Context: an optimization exercise on an open-source flow, tuned for small area. The choices shown serve that exercise and are no tape-out recipe. At most, simulation tests tie the RTL to the original design; equivalence was not proved. No activity file was given, so power comes from the tool's default toggle rates.

==> flow/design.v <==
module spi_interface(
    output reg          mosi,
    input               miso,
    input               clk,
    input               rst,
    output reg          RX_valid,
    output reg [7:0]    output_shift_register,
    input               TX_valid,
    input [7:0]         input_shift_register
);
genvar j, p;
function is_jc8;
    input [3:0] c;
    input integer n;
    case (n)
        0: is_jc8 = ~c[0] & ~c[3];
        1: is_jc8 =  c[0] & ~c[1];
        2: is_jc8 =  c[1] & ~c[2];
        3: is_jc8 =  c[2] & ~c[3];
        4: is_jc8 =  c[3] &  c[0];
        5: is_jc8 = ~c[0] &  c[1];
        6: is_jc8 = ~c[1] &  c[2];
        default: is_jc8 = ~c[2] & c[3];
    endcase
endfunction
reg       r_in;                                 
reg [3:0] r_bit;                                
wire      r_out = RX_valid & r_bit[0];
reg [3:0] r_q;                                  
reg [1:0] r_m;
reg       r_int;                                
wire r_k8   = (r_q == 4'd2) & (r_m == 2'd2);
wire r_k40  = (r_q == 4'd13) & (r_m == 2'd1);
wire r_end  = r_k40 | (r_int & r_k8);
wire r_last = r_in & is_jc8(r_bit, 7) & r_end;
wire r_odd  = r_q[0] ^ r_m[0];                  
reg [41:0] rr [0:7];
wire miso_n = ~miso;
wire [7:0] r_next;                              
wire [5:0] r_sel = {6{r_out}} & {r_int & (r_m == 2'd2), ~r_int & (r_m == 2'd2),
                                 r_int & (r_m == 2'd1), ~r_int & (r_m == 2'd1),
                                 r_int & (r_m == 2'd0), ~r_int & (r_m == 2'd0)};
generate
    for (j = 0; j < 8; j = j + 1) begin : rl
        wire here = r_in & is_jc8(r_bit, j);
        wire in_even, in_odd;                   
        spi_interface_ins ins_even (.dn(miso_n), .sn(~(here & ~r_odd)), .fb(rr[j][0]),  .y(in_even));
        spi_interface_ins ins_odd  (.dn(miso_n), .sn(~(here &  r_odd)), .fb(rr[j][21]), .y(in_odd));
        always @(posedge clk)
            rr[j] <= {in_even, rr[j][41:22], in_odd, rr[j][20:1]};
        assign r_next[7-j] = (|({rr[j][(26 + j) % 42], rr[j][(22 + j) % 42],
                rr[j][(40 + j) % 42], rr[j][(36 + j) % 42],
                rr[j][(12 + j) % 42], rr[j][(8 + j) % 42]} & r_sel))
                | (output_shift_register[7-j] & ~r_out);
    end
endgenerate
always @(posedge clk) begin
    if (r_in & (r_q == 4'd0) & (r_m == 2'd0) & is_jc8(r_bit, 1))
        r_int <= miso;
end
always @(posedge clk or posedge rst) begin
    if (rst) begin
        r_in <= 1'b0;
        RX_valid <= 1'b0;
        output_shift_register <= 8'd0;
    end else begin
        r_in <= r_in ? ~r_last : (~r_out & ~miso);
        RX_valid <= r_last | r_out;
        output_shift_register <= r_next;
    end
end
wire r_inc = r_out | (r_in & is_jc8(r_bit, 7));
always @(posedge clk) begin
    r_bit[3:1] <= (r_in & ~r_last) ? r_bit[2:0] : 3'b000;
    r_bit[0]   <= r_in ? (r_last | ~r_bit[3]) : (r_out & ~r_end);
    if (~(r_in | r_out) | r_last | (r_out & r_end)) begin
        r_q <= 4'd0;
        r_m <= 2'd0;
    end else begin
        if (r_inc) begin
            if (r_m == 2'd2) begin
                r_m <= 2'd0;
                r_q <= r_q + 4'd1;
            end else begin
                r_m <= r_m + 2'd1;
            end
        end
    end
end
reg       t_in;                                 
reg       t_out;                                
reg [2:0] t_bit;
reg [3:0] t_q;                                  
reg [1:0] t_m;
wire t_k8   = (t_q == 4'd2) & (t_m == 2'd2);
wire t_k40  = (t_q == 4'd13) & (t_m == 2'd1);
reg [41:0] tr [0:7];
wire [2:0] t_sn = ~({3{t_in}} & {t_m == 2'd2, t_m == 2'd1, t_m == 2'd0});
generate
    for (j = 0; j < 8; j = j + 1) begin : tl
        wire dn = input_shift_register[7-j];   
        wire in2, in1, in0;                     
        spi_interface_ins ins2 (.dn(dn), .sn(t_sn[2]), .fb(tr[j][0]),  .y(in2));
        spi_interface_ins ins1 (.dn(dn), .sn(t_sn[1]), .fb(tr[j][35]), .y(in1));
        spi_interface_ins ins0 (.dn(dn), .sn(t_sn[0]), .fb(tr[j][28]), .y(in0));
        always @(posedge clk)
            tr[j] <= {in2, tr[j][41:36], in1, tr[j][34:29], in0, tr[j][27:1]};
    end
endgenerate
wire [15:0] t_taps;
generate
    for (j = 0; j < 8; j = j + 1) begin : ttap
        assign t_taps[2*j]   = tr[j][29 - j];
        assign t_taps[2*j+1] = tr[j][8 - j];
    end
endgenerate
wire [3:0] t_sel = {t_bit, t_q[0]};
wire [3:0] t_m4;
wire t_tap;
generate
    for (j = 0; j < 4; j = j + 1) begin : tm
        spi_interface_mux4 m (.a(t_taps[4*j +: 4]), .s(t_sel[1:0]), .y(t_m4[j]));
    end
endgenerate
spi_interface_mux4 tm4 (.a(t_m4), .s(t_sel[3:2]), .y(t_tap));
wire t_end  = (t_bit == 3'd7) & (t_k40 | (~tr[1][0] & t_k8));
always @(posedge clk or posedge rst) begin
    if (rst) begin
        t_in <= 1'b0;
        t_out <= 1'b0;
        mosi <= 1'b1;
    end else begin
        t_in <= t_in ? ~t_k40 : (~t_out & TX_valid);
        t_out <= (t_in & t_k40) | (t_out & ~t_end);
        if (t_out)
            mosi <= ~t_tap;
        else
            mosi <= ~(t_in | TX_valid);
    end
end
wire t_inc = t_in | (t_bit == 3'd7);
always @(posedge clk) begin
    if (~(t_in | t_out) | (t_in & t_k40) | (t_out & t_end)) begin
        t_bit <= 3'd0;
        t_q <= 4'd0;
        t_m <= 2'd0;
    end else begin
        if (t_out)
            t_bit <= t_bit + 3'd1;
        if (t_inc) begin
            if (t_m == 2'd2) begin
                t_m <= 2'd0;
                t_q <= t_q + 4'd1;
            end else begin
                t_m <= t_m + 2'd1;
            end
        end
    end
end
endmodule
module spi_interface_ins(
    input  dn,
    input  sn,
    input  fb,
    output y
);
wire b;
spi_interface_nand2 g0 (.a(sn), .b(fb), .y(b));
spi_interface_o21ai g1 (.a1(dn), .a2(sn), .b1(b), .y(y));
endmodule
module spi_interface_nand2(input a, b, output y);
assign y = ~(a & b);
endmodule
module spi_interface_o21ai(input a1, a2, b1, output y);
assign y = ~((a1 | a2) & b1);
endmodule
module spi_interface_mux4(
    input [3:0] a,
    input [1:0] s,
    output      y
);
assign y = a[s];
endmodule
module spi_interface_pick7(
    input [5:0] t,
    input [5:0] s,
    input       q,
    input       h,
    output      y
);
assign y = (|(t & s)) | (q & h);
endmodule
==> flow/config.mk <==
export PLATFORM = sky130hd
export DESIGN_NAME = spi_interface
export DESIGN_NICKNAME = spi_interface
export VERILOG_FILES = /design/flow/design.v
export SDC_FILE = /design/flow/constraint.sdc
export NUM_CORES = 8
export LEC_CHECK = 0
export ABC_AREA = 0
export CAP_MARGIN = 20
export CORE_MARGIN = 2
export CORE_UTILIZATION = 75
export PLACE_DENSITY = 0.8
export SLEW_MARGIN = 20
export SYNTH_HIERARCHICAL = 1
==> flow/constraint.sdc <==
create_clock -name core_clock -period 5.0 [get_ports {clk}]
set_input_delay 1.0000 -clock core_clock [delete_from_list [all_inputs] [get_ports {clk}]]
set_output_delay 1.0000 -clock core_clock [all_outputs]
set_load 0.01 [all_outputs]
standard.sh (not shown) runs the stock make flow with config.mk's settings and CLKGATE_MAP_FILE= SYNTH_SCRIPT=/design/flow/synth_recipe.tcl, a recipe that flattens the netlist after the stock synthesis.
==> flow/flow/run.sh <==
#!/bin/bash
set -euo pipefail
export CTS_ARGS="-sink_clustering_enable -repair_clock_nets -dont_use_dummy_load -sink_clustering_size 13 -sink_clustering_max_diameter 35 -buf_list sky130_fd_sc_hd__buf_4"
export BUFFER_PORTS_ARGS="-buffer_cell sky130_fd_sc_hd__buf_1"
dont_use="sky130_fd_sc_hd__probe_p_8 sky130_fd_sc_hd__probec_p_8 sky130_fd_sc_hd__lpflow_*"
bash standard.sh synth > synth.log 2>&1
python3 flow/filter_lib.py $FLOW_HOME/platforms/sky130hd/lib/sky130_fd_sc_hd__tt_025C_1v80.lib restructure.lib "$dont_use"
RESTRUCTURE_RESULTS=orfs/results/sky130hd/spi_interface/base RESTRUCTURE_LIB=restructure.lib RESTRUCTURE_DONT_USE="$dont_use" \
  openroad -no_init -exit flow/restructure.tcl > restructure.log 2>&1
bash standard.sh > standard.log 2>&1
==> flow/flow/filter_lib.py <==
# Write a copy of a liberty file without the cells the platform marks
# don't-use, for restructure (which reads the liberty file directly).
import re, sys, fnmatch
src, dst = sys.argv[1], sys.argv[2]
pats = sys.argv[3].split()
text = open(src).read()
out = []
pos = 0
for m in re.finditer(r'\n\s*cell\s*\(\s*"?([\w$]+)"?\s*\)\s*\{', text):
    name = m.group(1)
    if not any(fnmatch.fnmatch(name, p) for p in pats):
        continue
    # find the matching closing brace of this cell group
    depth = 0
    i = m.end() - 1
    while True:
        c = text[i]
        if c == '{':
            depth += 1
        elif c == '}':
            depth -= 1
            if depth == 0:
                break
        i += 1
    out.append(text[pos:m.start()])
    pos = i + 1
out.append(text[pos:])
open(dst, 'w').write(''.join(out))
==> flow/flow/restructure.tcl <==
# Resynthesise the logic between flip-flops of the synthesised design for
# area with OpenROAD's restructure (ABC), in place in 1_synth.odb. Flip-flops
# and ports are not touched.
set plat $::env(FLOW_HOME)/platforms/sky130hd
set res $::env(RESTRUCTURE_RESULTS)
read_db $res/1_synth.odb
read_liberty $plat/lib/sky130_fd_sc_hd__tt_025C_1v80.lib
read_sdc $res/1_synth.sdc
set_dont_use $::env(RESTRUCTURE_DONT_USE)
report_design_area
file mkdir restructure
# restructure reads the liberty file itself: give it one without the
# don't-use cells
restructure -target area -liberty_file $::env(RESTRUCTURE_LIB) \
  -tielo_port sky130_fd_sc_hd__conb_1/LO -tiehi_port sky130_fd_sc_hd__conb_1/HI \
  -work_dir restructure
report_design_area
write_db $res/1_synth.odb
Then changed:
--- a/flow/design.v
+++ b/flow/design.v
@@ -23,42 +23,46 @@
         default: is_jc8 = ~c[2] & c[3];
     endcase
 endfunction
 reg       r_in;                                 
 reg [3:0] r_bit;                                
 wire      r_out = RX_valid & r_bit[0];
-reg [3:0] r_q;                                  
+reg       r_p;
 reg [1:0] r_m;
+reg [2:0] r_q;
+wire r_m0 = ~r_m[1] & ~r_m[0], r_m1 = r_m[0], r_m2 = r_m[1];    
 reg       r_int;                                
-wire r_k8   = (r_q == 4'd2) & (r_m == 2'd2);
-wire r_k40  = (r_q == 4'd13) & (r_m == 2'd1);
+wire r_k8   = (r_q == 3'd1) & ~r_p & r_m2;
+wire r_k40  = r_q[2] & r_q[1] & ~r_p & r_m1;
 wire r_end  = r_k40 | (r_int & r_k8);
 wire r_last = r_in & is_jc8(r_bit, 7) & r_end;
-wire r_odd  = r_q[0] ^ r_m[0];                  
+wire r_odd  = r_p;                              
 reg [41:0] rr [0:7];
 wire miso_n = ~miso;
 wire [7:0] r_next;                              
-wire [5:0] r_sel = {6{r_out}} & {r_int & (r_m == 2'd2), ~r_int & (r_m == 2'd2),
-                                 r_int & (r_m == 2'd1), ~r_int & (r_m == 2'd1),
-                                 r_int & (r_m == 2'd0), ~r_int & (r_m == 2'd0)};
+wire [5:0] r_sel = {6{r_out}} & {r_int & r_m2, ~r_int & r_m2,
+                                 r_int & r_m1, ~r_int & r_m1,
+                                 r_int & r_m0, ~r_int & r_m0};
 generate
     for (j = 0; j < 8; j = j + 1) begin : rl
         wire here = r_in & is_jc8(r_bit, j);
         wire in_even, in_odd;                   
         spi_interface_ins ins_even (.dn(miso_n), .sn(~(here & ~r_odd)), .fb(rr[j][0]),  .y(in_even));
         spi_interface_ins ins_odd  (.dn(miso_n), .sn(~(here &  r_odd)), .fb(rr[j][21]), .y(in_odd));
         always @(posedge clk)
             rr[j] <= {in_even, rr[j][41:22], in_odd, rr[j][20:1]};
-        assign r_next[7-j] = (|({rr[j][(26 + j) % 42], rr[j][(22 + j) % 42],
+        spi_interface_pick7 pick (
+            .t({rr[j][(26 + j) % 42], rr[j][(22 + j) % 42],
                 rr[j][(40 + j) % 42], rr[j][(36 + j) % 42],
-                rr[j][(12 + j) % 42], rr[j][(8 + j) % 42]} & r_sel))
-                | (output_shift_register[7-j] & ~r_out);
+                rr[j][(12 + j) % 42], rr[j][(8 + j) % 42]}),
+            .s(r_sel), .q(output_shift_register[7-j]), .h(~r_out),
+            .y(r_next[7-j]));
     end
 endgenerate
 always @(posedge clk) begin
-    if (r_in & (r_q == 4'd0) & (r_m == 2'd0) & is_jc8(r_bit, 1))
+    if (r_in & (r_q == 3'd0) & ~r_p & r_m0 & is_jc8(r_bit, 1))
         r_int <= miso;
 end
 always @(posedge clk or posedge rst) begin
     if (rst) begin
         r_in <= 1'b0;
         RX_valid <= 1'b0;
@@ -71,34 +75,32 @@
 end
 wire r_inc = r_out | (r_in & is_jc8(r_bit, 7));
 always @(posedge clk) begin
     r_bit[3:1] <= (r_in & ~r_last) ? r_bit[2:0] : 3'b000;
     r_bit[0]   <= r_in ? (r_last | ~r_bit[3]) : (r_out & ~r_end);
     if (~(r_in | r_out) | r_last | (r_out & r_end)) begin
-        r_q <= 4'd0;
+        r_p <= 1'b0;
         r_m <= 2'd0;
-    end else begin
-        if (r_inc) begin
-            if (r_m == 2'd2) begin
-                r_m <= 2'd0;
-                r_q <= r_q + 4'd1;
-            end else begin
-                r_m <= r_m + 2'd1;
-            end
-        end
+        r_q <= 3'd0;
+    end else if (r_inc) begin
+        r_p <= ~r_p;
+        r_m <= {r_m[0], r_m0};
+        if (r_p & r_m2)
+            r_q <= r_q + 3'd1;
     end
 end
 reg       t_in;                                 
 reg       t_out;                                
 reg [2:0] t_bit;
 reg [3:0] t_q;                                  
-reg [1:0] t_m;
-wire t_k8   = (t_q == 4'd2) & (t_m == 2'd2);
-wire t_k40  = (t_q == 4'd13) & (t_m == 2'd1);
+reg [1:0] t_m;                                  
+wire t_m0 = ~t_m[1] & ~t_m[0], t_m1 = t_m[0], t_m2 = t_m[1];
+wire t_k8   = (t_q == 4'd2) & t_m2;
+wire t_k40  = t_q[3] & t_q[2] & t_q[0] & t_m1;
 reg [41:0] tr [0:7];
-wire [2:0] t_sn = ~({3{t_in}} & {t_m == 2'd2, t_m == 2'd1, t_m == 2'd0});
+wire [2:0] t_sn = ~({3{t_in}} & {t_m2, t_m1, t_m0});
 generate
     for (j = 0; j < 8; j = j + 1) begin : tl
         wire dn = input_shift_register[7-j];   
         wire in2, in1, in0;                     
         spi_interface_ins ins2 (.dn(dn), .sn(t_sn[2]), .fb(tr[j][0]),  .y(in2));
         spi_interface_ins ins1 (.dn(dn), .sn(t_sn[1]), .fb(tr[j][35]), .y(in1));
@@ -145,18 +147,15 @@
         t_q <= 4'd0;
         t_m <= 2'd0;
     end else begin
         if (t_out)
             t_bit <= t_bit + 3'd1;
         if (t_inc) begin
-            if (t_m == 2'd2) begin
-                t_m <= 2'd0;
+            t_m <= {t_m[0], t_m0};
+            if (t_m2)
                 t_q <= t_q + 4'd1;
-            end else begin
-                t_m <= t_m + 2'd1;
-            end
         end
     end
 end
 endmodule
 module spi_interface_ins(
     input  dn,
After rerunning: Synthesized area drops by 1.3%. Power climbs by 17%. Cell area drops by 1.0%. Wire length drops by 4.4%. Worst setup slack got worse by 26 ps.
For the first run of this note, only the layout was checked, not whether the RTL still works.

[separate check: timing with driven ports]
The flow's constraints put no driver on any port. The routed layouts listed below were extracted and timed again, unchanged, in two steps.
Step 1 assumes that a clkbuf_16 drives the clock port and a buf_2 every other input.
Step 2, shift: input delay + t, output delay - t, t = (earliest + latest rising clock arrival at the registers) / 2. This alone moves slack from input paths to output paths.
a / b / c = ideal / step 1 / step 2; a / b = the first two.
| run | t (ns) | setup WS [ns] | hold WS [ns] | slew at the worst register clock pin (ns) | cell pins on the clock port's net |
|---|---|---|---|---|---|
| the first run | 0.649 | 2.269 / 2.269 / 2.269 | 0.300 / 0.300 / 0.300 | 0.12 / 0.12 | 1 |
| the second run | 0.649 | 2.243 / 2.243 / 2.243 | 0.293 / 0.293 / 0.293 | 0.12 / 0.12 | 1 |
After both steps setup and hold are still met in every run listed.
